This is an optimization exercise on Yosys and OpenROAD, whose aim is a short achievable clock period and few clock cycles, not a production implementation.
Where RTL was checked, it was by simulation tests only, not by an equivalence proof against the original.
No activity file was given, so power comes from the tool's default toggle rates.

## bird
module bird (
        input  logic        clk,
        input  logic        rst,
        input  logic [15:0] data_in,
        input  logic        hold,
        output logic        hold_ack,
        output logic [15:0] data_out,
        output logic [11:0] address,
        output logic        memwt
        );
localparam int LOGN = 7;                  
localparam int NB   = 1 << (LOGN - 1);    
localparam int TW   = 12 - LOGN;          
logic [11:0] addr_q;        
logic [15:0] dout_q;
logic        memwt_q;
logic        wrp_q;         
logic        pf_q;          
logic        cx_q;          
logic        dld_q;         
logic        dpc_q;         
logic [2:0]  dd_q;
logic [11:0] ipc_q, ipc1_q, ipc2_q;   
logic [15:0] ci_q;
logic        zeroflag;
logic [15:0] regbank [7:0];
logic        alu_v;
logic [2:0]  alu_d;
logic [15:0] ax, ay;
logic        acin;
logic        m_add, m_and, m_or, m_xor, m_not;
wire run = ~hold_ack;
assign address  = addr_q;
assign data_out = dout_q;
assign memwt    = memwt_q;
function automatic logic [15:0] ks_add(input logic [15:0] x, input logic [15:0] y, input logic c);
    logic [15:0] g, p, gg, pp, gn, pn;
    g = x & y;
    p = x ^ y;
    gg = g; pp = p;
    gg[0] = g[0] | (p[0] & c);
    for (int s = 1; s < 16; s = s * 2) begin
        gn = gg; pn = pp;
        for (int i = s; i < 16; i++) begin
            gn[i] = gg[i] | (pp[i] & gg[i-s]);
            pn[i] = pp[i] & pp[i-s];
        end
        gg = gn; pp = pn;
    end
    ks_add = p ^ {gg[14:0], c};
endfunction
wire [15:0] sum    = ks_add(ax, ay, acin);
wire [15:0] lres   = ({16{m_and}} & (ax & ay)) | ({16{m_or}} & (ax | ay)) |
                     ({16{m_xor}} & (ax ^ ay)) | {15'b0, m_not & ~|ay};
wire [15:0] result = ({16{m_add}} & sum) | lres;
wire        z_add  = &(~((ax ^ ay) ^ {(ax[14:0] | ay[14:0]), acin}));
wire        zfast  = m_add ? z_add :
                     m_and ? ~|(ax & ay) :
                     m_or  ? ~|(ax | ay) :
                     m_xor ? (ax == ay) :
                     m_not ? |ay : 1'b1;
logic              ev [NB], ov [NB];
  ...
Size: about 8100 cells after synthesis, about 3500 flip-flops, ~49 I/O pins.
make LEC_CHECK=0 ABC_CLOCK_PERIOD_IN_PS=2500 CAP_MARGIN=20 CORE_MARGIN=2 CORE_UTILIZATION=40 SETUP_SLACK_MARGIN=3.3 SLEW_MARGIN=20 finish   # period 6.0 ns
run.sh (not shown) runs the stock make flow with config.mk's settings and CLKGATE_MAP_FILE= SYNTH_SCRIPT=/design/flow/synth_recipe.tcl, a recipe that flattens the netlist after the stock synthesis.
Edit:
--- a/flow/design.v
+++ b/flow/design.v
@@ -102,16 +102,15 @@
 wire is_ret  = op == 4'hB;
 wire is_peek = op == 4'hC;
 wire is_jsp  = op == 4'hD;
 wire is_stack = is_push | is_pop | is_call | is_ret | is_peek | is_jsp;
 wire uses_a  = (is_alu & (ff != 3'h7)) | is_st | is_push;
 wire uses_b  = is_alu | is_ld | is_st;
-logic [7:0] aw_q;
-logic       l7_q;
-wire hz   = (uses_a & aw_q[fa]) | (uses_b & aw_q[fb]) |
-            (is_stack & (aw_q[7] | l7_q));
+wire hz   = alu_v & ((uses_a & (fa == alu_d)) | (uses_b & (fb == alu_d)) |
+                     (is_stack & (alu_d == 3'd7))) |
+            (ldfw & (dd_q == 3'd7) & is_stack);
 wire exok = ex & ~hz;
 wire taken    = is_jmp | (is_jz & ~alu_v & zeroflag);
 wire [11:0] ipc3 = ipc2_q + 12'd1;
 wire [11:0] ipc4 = ipc2_q + 12'd2;
 wire [11:0] tgt0 = ipc1_q + iw[11:0];
 wire [11:0] tgt1 = ipc2_q + iw[11:0];
@@ -232,14 +231,12 @@
         ipc1_q   <= 12'd1;
         ipc2_q   <= 12'd2;
         eaddr_q  <= 12'd2;
         oaddr_q  <= 12'd1;
         zeroflag <= 1'b0;
         alu_v    <= 1'b0;
-        aw_q     <= 8'd0;
-        l7_q     <= 1'b0;
         jzp_q    <= 1'b0;
         hold_ack <= 1'b0;
     end else begin
         hold_ack <= hold;
         if (run) begin
             addr_q  <= addr_n;
@@ -252,14 +249,12 @@
             ipc_q   <= p0;
             ipc1_q  <= p1;
             ipc2_q  <= p2;
             eaddr_q <= pe;
             oaddr_q <= po;
             alu_v   <= exok & is_alu;
-            aw_q    <= (exok & is_alu) ? (8'd1 << fd) : 8'd0;
-            l7_q    <= dld_n & (fd == 3'd7);
             jzp_q   <= exok & is_jz & alu_v;
             if (alu_v)
                 zeroflag <= zfast;
         end else
             memwt_q <= wrp_q & ~hold;
     end
@@ -301,19 +296,20 @@
         callw_q <= exok & is_call;
         for (int i = 0; i < RD; i++)
             ras_v[i] <= ras_vi[i];
         if (exok && is_call) begin
             ras_p <= ras_pn;
             ras_v[ras_pn] <= 1'b1;
+            ras_v[ras_pn + 3'd1] <= 1'b0;
         end else if (exok && is_ret) begin
             ras_p <= ras_p - 3'd1;
             ras_v[ras_p] <= 1'b0;
         end
     end
 always_ff @(posedge clk)
-    if (!rst && run && exok && is_call) begin
+    if (!rst && run) begin
         ras_wa[ras_pn] <= vsp[11:0];
         ras_rs[ras_pn] <= sp_m1[11:0];
         ras_rv[ras_pn] <= ipc1_q;
     end
 always_ff @(posedge clk)
     if (rst) begin
Worst setup slack is about the same.
Count of clock-buffer cells in the layout came out higher by 26.
Wire length grows by 3.7%.
Sequential cell count falls by 9.
Global-route usage rises by 0.84 points.
Total power barely changes.
No functional check of the RTL was part of any run of this note.

---

## rev 12
The RTL this note starts from:
==> flow/design.v <==
module bird (
        input  logic        clk,
        input  logic        rst,
        input  logic [15:0] data_in,
        input  logic        hold,
        output logic        hold_ack,
        output logic [15:0] data_out,
        output logic [11:0] address,
        output logic        memwt
        );
localparam int LOGN = 7;                  
localparam int NB   = 1 << (LOGN - 1);    
localparam int TW   = 12 - LOGN;          
logic [11:0] addr_q;        
logic [15:0] dout_q;
logic        memwt_q;
logic        wrp_q;         
logic        pf_q;          
logic        cx_q;          
logic        dld_q;         
logic        dpc_q;         
logic [2:0]  dd_q;
logic [11:0] ipc_q, ipc1_q, ipc2_q;   
logic [15:0] ci_q;
logic        zeroflag;
logic [15:0] regbank [7:0];
logic        alu_v;
logic [2:0]  alu_d;
logic [15:0] ax, ay;
logic        acin;
logic        m_add, m_and, m_or, m_xor, m_not;
wire run = ~hold_ack;
assign address  = addr_q;
assign data_out = dout_q;
assign memwt    = memwt_q;
function automatic logic [15:0] ks_add(input logic [15:0] x, input logic [15:0] y, input logic c);
    logic [15:0] g, p, gg, pp, gn, pn;
    g = x & y;
    p = x ^ y;
    gg = g; pp = p;
    gg[0] = g[0] | (p[0] & c);
    for (int s = 1; s < 16; s = s * 2) begin
        gn = gg; pn = pp;
        for (int i = s; i < 16; i++) begin
            gn[i] = gg[i] | (pp[i] & gg[i-s]);
            pn[i] = pp[i] & pp[i-s];
        end
        gg = gn; pp = pn;
    end
    ks_add = p ^ {gg[14:0], c};
endfunction
wire [15:0] sum    = ks_add(ax, ay, acin);
wire [15:0] lres   = ({16{m_and}} & (ax & ay)) | ({16{m_or}} & (ax | ay)) |
                     ({16{m_xor}} & (ax ^ ay)) | {15'b0, m_not & ~|ay};
wire [15:0] result = ({16{m_add}} & sum) | lres;
wire        z_add  = &(~((ax ^ ay) ^ {(ax[14:0] | ay[14:0]), acin}));
wire        zfast  = m_add ? z_add :
                     m_and ? ~|(ax & ay) :
                     m_or  ? ~|(ax | ay) :
                     m_xor ? (ax == ay) :
                     m_not ? |ay : 1'b1;
logic              ev [NB], ov [NB];
logic [TW-1:0]     et [NB], ot [NB];
logic [15:0]       ed [NB], od [NB];
logic [11:0]       eaddr_q, oaddr_q;
wire [LOGN-2:0] ei = eaddr_q[LOGN-1:1];
wire [LOGN-2:0] oi = oaddr_q[LOGN-1:1];
wire        e_hit = ev[ei] && et[ei] == eaddr_q[11:LOGN];
wire        o_hit = ov[oi] && ot[oi] == oaddr_q[11:LOGN];
wire        odd1  = ipc1_q[0];
wire [15:0] w1 = odd1 ? od[oi] : ed[ei];
wire [15:0] w2 = odd1 ? ed[ei] : od[oi];
wire        h1 = odd1 ? o_hit : e_hit;
wire        h2 = odd1 ? e_hit : o_hit;
logic        jzp_q;
logic [11:0] tq0, tq1, tq2;
wire        squash = jzp_q & zeroflag;
wire        ex = (pf_q & ~squash) | cx_q;
wire [15:0] iw = cx_q ? ci_q : data_in;
wire [3:0]  op = iw[15:12];
wire [2:0]  fd = iw[2:0], fb = iw[5:3], fa = iw[8:6], ff = iw[11:9];
wire ldfw = ~pf_q & dld_q;    
function automatic logic [15:0] rv(input logic [2:0] x);
    if (ldfw && dd_q == x) rv = data_in;
    else                   rv = regbank[x];
endfunction
wire [15:0] va  = rv(fa);
wire [15:0] vb  = rv(fb);
wire [15:0] vsp = regbank[7];
wire [15:0] sp_p1 = vsp + 16'd1;
wire [15:0] sp_m1 = vsp - 16'd1;
wire [11:0] sp_inc = sp_p1[11:0];
wire is_ldi  = op == 4'h1;
wire is_ld   = op == 4'h2;
wire is_st   = op == 4'h3;
wire is_jz   = op == 4'h4;
wire is_jmp  = op == 4'h5;
wire is_alu  = op == 4'h7;
wire is_push = op == 4'h8;
wire is_pop  = op == 4'h9;
wire is_call = op == 4'hA;
wire is_ret  = op == 4'hB;
wire is_peek = op == 4'hC;
wire is_jsp  = op == 4'hD;
wire is_stack = is_push | is_pop | is_call | is_ret | is_peek | is_jsp;
wire uses_a  = (is_alu & (ff != 3'h7)) | is_st | is_push;
wire uses_b  = is_alu | is_ld | is_st;
wire hz   = alu_v & ((uses_a & (fa == alu_d)) | (uses_b & (fb == alu_d)) |
                     (is_stack & (alu_d == 3'd7))) |
            (ldfw & (dd_q == 3'd7) & is_stack);
wire exok = ex & ~hz;
wire taken    = is_jmp | (is_jz & ~alu_v & zeroflag);
wire [11:0] ipc3 = ipc2_q + 12'd1;
wire [11:0] ipc4 = ipc2_q + 12'd2;
wire [11:0] tgt0 = ipc1_q + iw[11:0];
wire [11:0] tgt1 = ipc2_q + iw[11:0];
wire [12:0] tgt2w = {ipc2_q, 1'b1} + {iw[11:0], 1'b1};
wire [11:0] tgt2 = tgt2w[12:1];
wire [11:0] din1 = data_in[11:0] + 12'd1;
wire [11:0] din2 = data_in[11:0] + 12'd2;
localparam int RD = 8;
logic        ras_v  [RD];
logic [11:0] ras_wa [RD], ras_rs [RD], ras_rv [RD];
logic        ras_vi [RD];    
logic [2:0]  ras_p;
logic        callw_q;        
always_comb
    for (int i = 0; i < RD; i++)
        ras_vi[i] = ras_v[i] & ~(memwt_q & (addr_q == ras_wa[i]) & ~(ras_p == 3'(i) && callw_q));
wire [11:0] ras_top = ras_rv[ras_p];
wire        ras_hit = ras_vi[ras_p] & (ras_rs[ras_p] == vsp[11:0]);
wire [11:0] rv1 = ras_top + 12'd1;
wire [11:0] rv2 = ras_top + 12'd2;
logic        pf_n, cx_n, dld_n, dpc_n, wr_n;
logic [11:0] daddr_n;
logic [15:0] dout_n;
logic [11:0] p0, p1, p2, pe, po;   
logic        sp_wr;
logic [15:0] sp_n;
always_comb begin
    pf_n = 1'b1; cx_n = 1'b0; dld_n = 1'b0; dpc_n = 1'b0; wr_n = 1'b0;
    daddr_n = vsp[11:0]; dout_n = va;
    sp_wr = 1'b0; sp_n = vsp;
    if (exok) begin
        if (is_ldi)       begin p0 = ipc2_q; p1 = ipc3;   p2 = ipc4;
                                pe = ipc2_q[0] ? ipc3 : ipc4;   po = ipc2_q[0] ? ipc4 : ipc3;   end
        else if (is_ret)  begin p0 = ras_top; p1 = rv1; p2 = rv2;
                                pe = ras_top[0] ? rv1 : rv2;    po = ras_top[0] ? rv2 : rv1;    end
        else if (is_call | taken)
                          begin p0 = tgt0;   p1 = tgt1;   p2 = tgt2;
                                pe = tgt0[0] ? tgt1 : tgt2;     po = tgt0[0] ? tgt2 : tgt1;     end
        else              begin p0 = ipc1_q; p1 = ipc2_q; p2 = ipc3;
                                pe = ipc1_q[0] ? ipc2_q : ipc3; po = ipc1_q[0] ? ipc3 : ipc2_q; end
    end else if (squash) begin
                                p0 = tq0; p1 = tq1; p2 = tq2;
                                pe = tq0[0] ? tq1 : tq2;        po = tq0[0] ? tq2 : tq1;
    end else if (~hz & dpc_q) begin
                                p0 = data_in[11:0]; p1 = din1; p2 = din2;
                                pe = data_in[0] ? din1 : din2;  po = data_in[0] ? din2 : din1;
    end else              begin p0 = ipc_q;  p1 = ipc1_q; p2 = ipc2_q;
                                pe = eaddr_q;                   po = oaddr_q;                   end
    if (exok) begin
        case (op)
            4'h1: begin  
                pf_n = 1'b0; dld_n = 1'b1; daddr_n = ipc1_q; cx_n = h2;
            end
            4'h2: begin  
                pf_n = 1'b0; dld_n = 1'b1; daddr_n = vb[11:0]; cx_n = h1;
            end
            4'h3: begin  
                pf_n = 1'b0; wr_n = 1'b1; daddr_n = vb[11:0]; cx_n = h1;
            end
            4'h8: begin  
                pf_n = 1'b0; wr_n = 1'b1; cx_n = h1;
                sp_wr = 1'b1; sp_n = sp_m1;
            end
            4'h9: begin  
                pf_n = 1'b0; dld_n = 1'b1; daddr_n = sp_inc; cx_n = h1;
                sp_wr = 1'b1; sp_n = sp_p1;
            end
            4'hA: begin  
                pf_n = 1'b0; wr_n = 1'b1; dout_n = {4'b0, ipc1_q};
                sp_wr = 1'b1; sp_n = sp_m1;
            end
            4'hB: begin  
                pf_n = ras_hit; dpc_n = ~ras_hit; daddr_n = sp_inc;
                sp_wr = 1'b1; sp_n = sp_p1;
            end
            4'hC: begin  
                pf_n = 1'b0; dld_n = 1'b1; cx_n = h1;
            end
            4'hD: begin  
                pf_n = 1'b0; dpc_n = 1'b1;
            end
            default: ;   
        endcase
    end
end
wire [11:0] addr_n = pf_n ? p0 : daddr_n;
logic [15:0] ax_n, ay_n;
logic        acin_n, madd_n, mand_n, mor_n, mxor_n, mnot_n;
always_comb begin
    ax_n = va; ay_n = vb; acin_n = 1'b0;
    madd_n = 1'b0; mand_n = 1'b0; mor_n = 1'b0; mxor_n = 1'b0; mnot_n = 1'b0;
    case (ff)
        3'h0: madd_n = 1'b1;
        3'h1: begin madd_n = 1'b1; ay_n = ~vb; acin_n = 1'b1; end
        3'h2: mand_n = 1'b1;
        3'h3: mor_n = 1'b1;
        3'h4: mxor_n = 1'b1;
        3'h7: case (fa)
            3'h0: mnot_n = 1'b1;
            3'h1: begin madd_n = 1'b1; ax_n = 16'h0000; end
            3'h2: begin madd_n = 1'b1; ax_n = 16'h0000; acin_n = 1'b1; end
            3'h3: begin madd_n = 1'b1; ax_n = 16'hFFFF; end
            default: ;
            endcase
        default: ;
    endcase
end
always_ff @(posedge clk)
    if (rst) begin
        addr_q   <= 12'd0;
        memwt_q  <= 1'b0;
        wrp_q    <= 1'b0;
        pf_q     <= 1'b1;
        cx_q     <= 1'b0;
        dld_q    <= 1'b0;
        dpc_q    <= 1'b0;
        ipc_q    <= 12'd0;
        ipc1_q   <= 12'd1;
        ipc2_q   <= 12'd2;
        eaddr_q  <= 12'd2;
        oaddr_q  <= 12'd1;
        zeroflag <= 1'b0;
        alu_v    <= 1'b0;
        jzp_q    <= 1'b0;
        hold_ack <= 1'b0;
    end else begin
        hold_ack <= hold;
        if (run) begin
            addr_q  <= addr_n;
            wrp_q   <= wr_n;
            memwt_q <= wr_n & ~hold;
            pf_q    <= pf_n;
            cx_q    <= cx_n;
            dld_q   <= dld_n;
            dpc_q   <= dpc_n;
            ipc_q   <= p0;
            ipc1_q  <= p1;
            ipc2_q  <= p2;
            eaddr_q <= pe;
            oaddr_q <= po;
            alu_v   <= exok & is_alu;
            jzp_q   <= exok & is_jz & alu_v;
            if (alu_v)
                zeroflag <= zfast;
        end else
            memwt_q <= wrp_q & ~hold;
    end
always_ff @(posedge clk)
    if (!rst && run) begin
        dout_q <= dout_n;
        tq0    <= tgt0;
        tq1    <= tgt1;
        tq2    <= tgt2;
        ci_q   <= is_ldi ? w2 : w1;
        dd_q   <= fd;
        alu_d  <= fd;
        ax     <= ax_n;
        ay     <= ay_n;
        acin   <= acin_n;
        m_add  <= madd_n;
        m_and  <= mand_n;
        m_or   <= mor_n;
        m_xor  <= mxor_n;
        m_not  <= mnot_n;
    end
always_ff @(posedge clk)
    if (!rst && run) begin
        if (ldfw)
            regbank[dd_q] <= data_in;
        if (alu_v)
            regbank[alu_d] <= result;
        if (exok && sp_wr)
            regbank[7] <= sp_n;
    end
wire [2:0] ras_pn = ras_p + 3'd1;
always_ff @(posedge clk)
    if (rst) begin
        for (int i = 0; i < RD; i++)
            ras_v[i] <= 1'b0;
        ras_p   <= 3'd0;
        callw_q <= 1'b0;
    end else if (run) begin
        callw_q <= exok & is_call;
        for (int i = 0; i < RD; i++)
            ras_v[i] <= ras_vi[i];
        if (exok && is_call) begin
            ras_p <= ras_pn;
            ras_v[ras_pn] <= 1'b1;
        end else if (exok && is_ret) begin
            ras_p <= ras_p - 3'd1;
            ras_v[ras_p] <= 1'b0;
        end
    end
always_ff @(posedge clk)
    if (!rst && run && exok && is_call) begin
        ras_wa[ras_pn] <= vsp[11:0];
        ras_rs[ras_pn] <= sp_m1[11:0];
        ras_rv[ras_pn] <= ipc1_q;
    end
always_ff @(posedge clk)
    if (rst) begin
        for (int i = 0; i < NB; i++) begin
            ev[i] <= 1'b0;
            ov[i] <= 1'b0;
        end
    end else if (run) begin
        if (pf_q) begin
            if (ipc_q[0]) begin
                ov[ipc_q[LOGN-1:1]] <= 1'b1;
                ot[ipc_q[LOGN-1:1]] <= ipc_q[11:LOGN];
                od[ipc_q[LOGN-1:1]] <= data_in;
            end else begin
                ev[ipc_q[LOGN-1:1]] <= 1'b1;
                et[ipc_q[LOGN-1:1]] <= ipc_q[11:LOGN];
                ed[ipc_q[LOGN-1:1]] <= data_in;
            end
        end
    end
endmodule
clock: 6.0 ns
lec_check: 0
abc_clock_period_in_ps: 2500
cap_margin: 20
core_margin: 2
core_utilization: 40
setup_slack_margin: 3.3
slew_margin: 20
Testbench counts of rev 12, summed over its fixed seeds: cycles 1,364,703.
--- input diff rev 12..rev 13 ---
-- flow/design.v --
<<< rev 12, line 9
        output logic        memwt
        );
localparam int LOGN = 7;                  
localparam int NB   = 1 << (LOGN - 1);    
localparam int TW   = 12 - LOGN;          
>>> rev 13, line 9
        output logic        memwt
        );
localparam int LOGN = 6;                  
localparam int NB   = 1 << (LOGN - 1);    
localparam int TW   = 12 - LOGN;          
<<< rev 12, line 115
wire [11:0] tgt0 = ipc1_q + iw[11:0];
wire [11:0] tgt1 = ipc2_q + iw[11:0];
wire [12:0] tgt2w = {ipc2_q, 1'b1} + {iw[11:0], 1'b1};
wire [11:0] tgt2 = tgt2w[12:1];
wire [11:0] din1 = data_in[11:0] + 12'd1;
wire [11:0] din2 = data_in[11:0] + 12'd2;
>>> rev 13, line 115
wire [11:0] tgt0 = ipc1_q + iw[11:0];
wire [11:0] tgt1 = ipc2_q + iw[11:0];
wire [11:0] tgt2 = ipc3   + iw[11:0];
wire [11:0] din1 = data_in[11:0] + 12'd1;
wire [11:0] din2 = data_in[11:0] + 12'd2;
<<< rev 12, line 123
logic [11:0] ras_wa [RD], ras_rs [RD], ras_rv [RD];
logic        ras_vi [RD];    
logic [2:0]  ras_p;
logic        callw_q;        
always_comb
    for (int i = 0; i < RD; i++)
        ras_vi[i] = ras_v[i] & ~(memwt_q & (addr_q == ras_wa[i]) & ~(ras_p == 3'(i) && callw_q));
wire [11:0] ras_top = ras_rv[ras_p];
wire        ras_hit = ras_vi[ras_p] & (ras_rs[ras_p] == vsp[11:0]);
wire [11:0] rv1 = ras_top + 12'd1;
wire [11:0] rv2 = ras_top + 12'd2;
logic        pf_n, cx_n, dld_n, dpc_n, wr_n;
logic [11:0] daddr_n;
>>> rev 13, line 122
logic [11:0] ras_wa [RD], ras_rs [RD], ras_rv [RD];
logic        ras_vi [RD];    
logic        callw_q;        
always_comb
    for (int i = 0; i < RD; i++)
        ras_vi[i] = ras_v[i] & ~(memwt_q & (addr_q == ras_wa[i]) & ~(i == 0 && callw_q));
wire        ras_hit = ras_vi[0] & (ras_rs[0] == vsp[11:0]);
wire [11:0] rv1 = ras_rv[0] + 12'd1;
wire [11:0] rv2 = ras_rv[0] + 12'd2;
logic        pf_n, cx_n, dld_n, dpc_n, wr_n;
logic [11:0] daddr_n;
<<< rev 12, line 145
        if (is_ldi)       begin p0 = ipc2_q; p1 = ipc3;   p2 = ipc4;
                                pe = ipc2_q[0] ? ipc3 : ipc4;   po = ipc2_q[0] ? ipc4 : ipc3;   end
        else if (is_ret)  begin p0 = ras_top; p1 = rv1; p2 = rv2;
                                pe = ras_top[0] ? rv1 : rv2;    po = ras_top[0] ? rv2 : rv1;    end
        else if (is_call | taken)
                          begin p0 = tgt0;   p1 = tgt1;   p2 = tgt2;
>>> rev 13, line 142
        if (is_ldi)       begin p0 = ipc2_q; p1 = ipc3;   p2 = ipc4;
                                pe = ipc2_q[0] ? ipc3 : ipc4;   po = ipc2_q[0] ? ipc4 : ipc3;   end
        else if (is_ret)  begin p0 = ras_rv[0]; p1 = rv1; p2 = rv2;
                                pe = ras_rv[0][0] ? rv1 : rv2;  po = ras_rv[0][0] ? rv2 : rv1;  end
        else if (is_call | taken)
                          begin p0 = tgt0;   p1 = tgt1;   p2 = tgt2;
<<< rev 12, line 286
            regbank[7] <= sp_n;
    end
wire [2:0] ras_pn = ras_p + 3'd1;
always_ff @(posedge clk)
    if (rst) begin
        for (int i = 0; i < RD; i++)
            ras_v[i] <= 1'b0;
        ras_p   <= 3'd0;
        callw_q <= 1'b0;
    end else if (run) begin
        callw_q <= exok & is_call;
        for (int i = 0; i < RD; i++)
            ras_v[i] <= ras_vi[i];
        if (exok && is_call) begin
            ras_p <= ras_pn;
            ras_v[ras_pn] <= 1'b1;
        end else if (exok && is_ret) begin
            ras_p <= ras_p - 3'd1;
            ras_v[ras_p] <= 1'b0;
        end
    end
always_ff @(posedge clk)
    if (!rst && run && exok && is_call) begin
        ras_wa[ras_pn] <= vsp[11:0];
        ras_rs[ras_pn] <= sp_m1[11:0];
        ras_rv[ras_pn] <= ipc1_q;
    end
always_ff @(posedge clk)
>>> rev 13, line 283
            regbank[7] <= sp_n;
    end
always_ff @(posedge clk)
    if (rst) begin
        for (int i = 0; i < RD; i++)
            ras_v[i] <= 1'b0;
        callw_q <= 1'b0;
    end else if (run) begin
        callw_q <= exok & is_call;
        if (exok && is_call) begin
            ras_v[0]  <= 1'b1;
            ras_wa[0] <= vsp[11:0];
            ras_rs[0] <= sp_m1[11:0];
            ras_rv[0] <= ipc1_q;
            for (int i = 1; i < RD; i++) begin
                ras_v[i]  <= ras_vi[i-1];
                ras_wa[i] <= ras_wa[i-1];
                ras_rs[i] <= ras_rs[i-1];
                ras_rv[i] <= ras_rv[i-1];
            end
        end else if (exok && is_ret) begin
            for (int i = 0; i < RD - 1; i++) begin
                ras_v[i]  <= ras_vi[i+1];
                ras_wa[i] <= ras_wa[i+1];
                ras_rs[i] <= ras_rs[i+1];
                ras_rv[i] <= ras_rv[i+1];
            end
            ras_v[RD-1] <= 1'b0;
        end else begin
            for (int i = 0; i < RD; i++)
                ras_v[i] <= ras_vi[i];
        end
    end
always_ff @(posedge clk)
--- outcome ---
Taking rev 12 as the reference, in rev 13 number of clock sinks seen by CTS now sits lower, sequential share of layout area now sits lower, worst hold slack now sits at about the same level, area enclosed by the die boundary now sits lower. Min design area across rev 13 and rev 12: rev 13. Delta (rev 13 minus rev 12): fraction of final layout cells sized beyond drive strength 1 went up by 5.0 points; routed wire length went down by 25%; internal power summed over all cells went down by 32%; final design utilization went up by 4.7 points. Compared with rev 12, rev 13 shows a final standard cell count with taps included and fillers excluded that is 3215 lower. Largest incremental delay on the critical path: rev 13 and rev 12 compared, lower one is rev 13. Flop count, rev 12 -> rev 13: decreased. Rev 13 reports its worst-path cell with the longest stage delay as sky130_fd_sc_hd__dfxtp_4 while rev 12 reports sky130_fd_sc_hd__mux4_2. For rev 13 and rev 12, there was not a single run that failed to finish clean.
Only the layout flow was run in rev 13; the RTL was not checked for function there.

==> re-timing with driven ports <==
How much do the figures lean on ideal ports? The routed layouts below were timed once more, with nothing changed but the port constraints. Step 1 assumes that a clkbuf_16 drives the clock port and a buf_2 every other input. Step 2, shift: input delay + t, output delay - t, t = (earliest + latest rising clock arrival at the registers) / 2. This alone moves slack from input paths to output paths. a / b / c = ideal / step 1 / step 2; a / b = the first two.
| run | shift t [ns] | setup WS [ns] | hold slack, ns | worst data-port slew with drivers (ns) | cell pins on the clock port's net |
|---|---|---|---|---|---|
| the first run of note 1 | 1.046 | 2.487 / 2.487 / 1.582 | 0.446 / 0.446 / 0.446 | 0.24 | 1 |
| the second run of note 1 | 1.035 | 2.485 / 2.485 / 1.513 | 0.449 / 0.449 / 0.449 | 0.20 | 1 |
| rev 12 | 1.057 | 2.498 / 2.498 / 1.467 | 0.448 / 0.448 / 0.448 | 0.47 | 1 |
| rev 13 | 0.934 | 2.501 / 2.501 / 1.676 | 0.450 / 0.450 / 0.450 | 0.24 | 1 |
After both steps every run listed still meets setup and hold. For rev 12, which loses most, drivers alone change the setup slack by 0.000 ns; drivers and shift together by -1.031 ns.
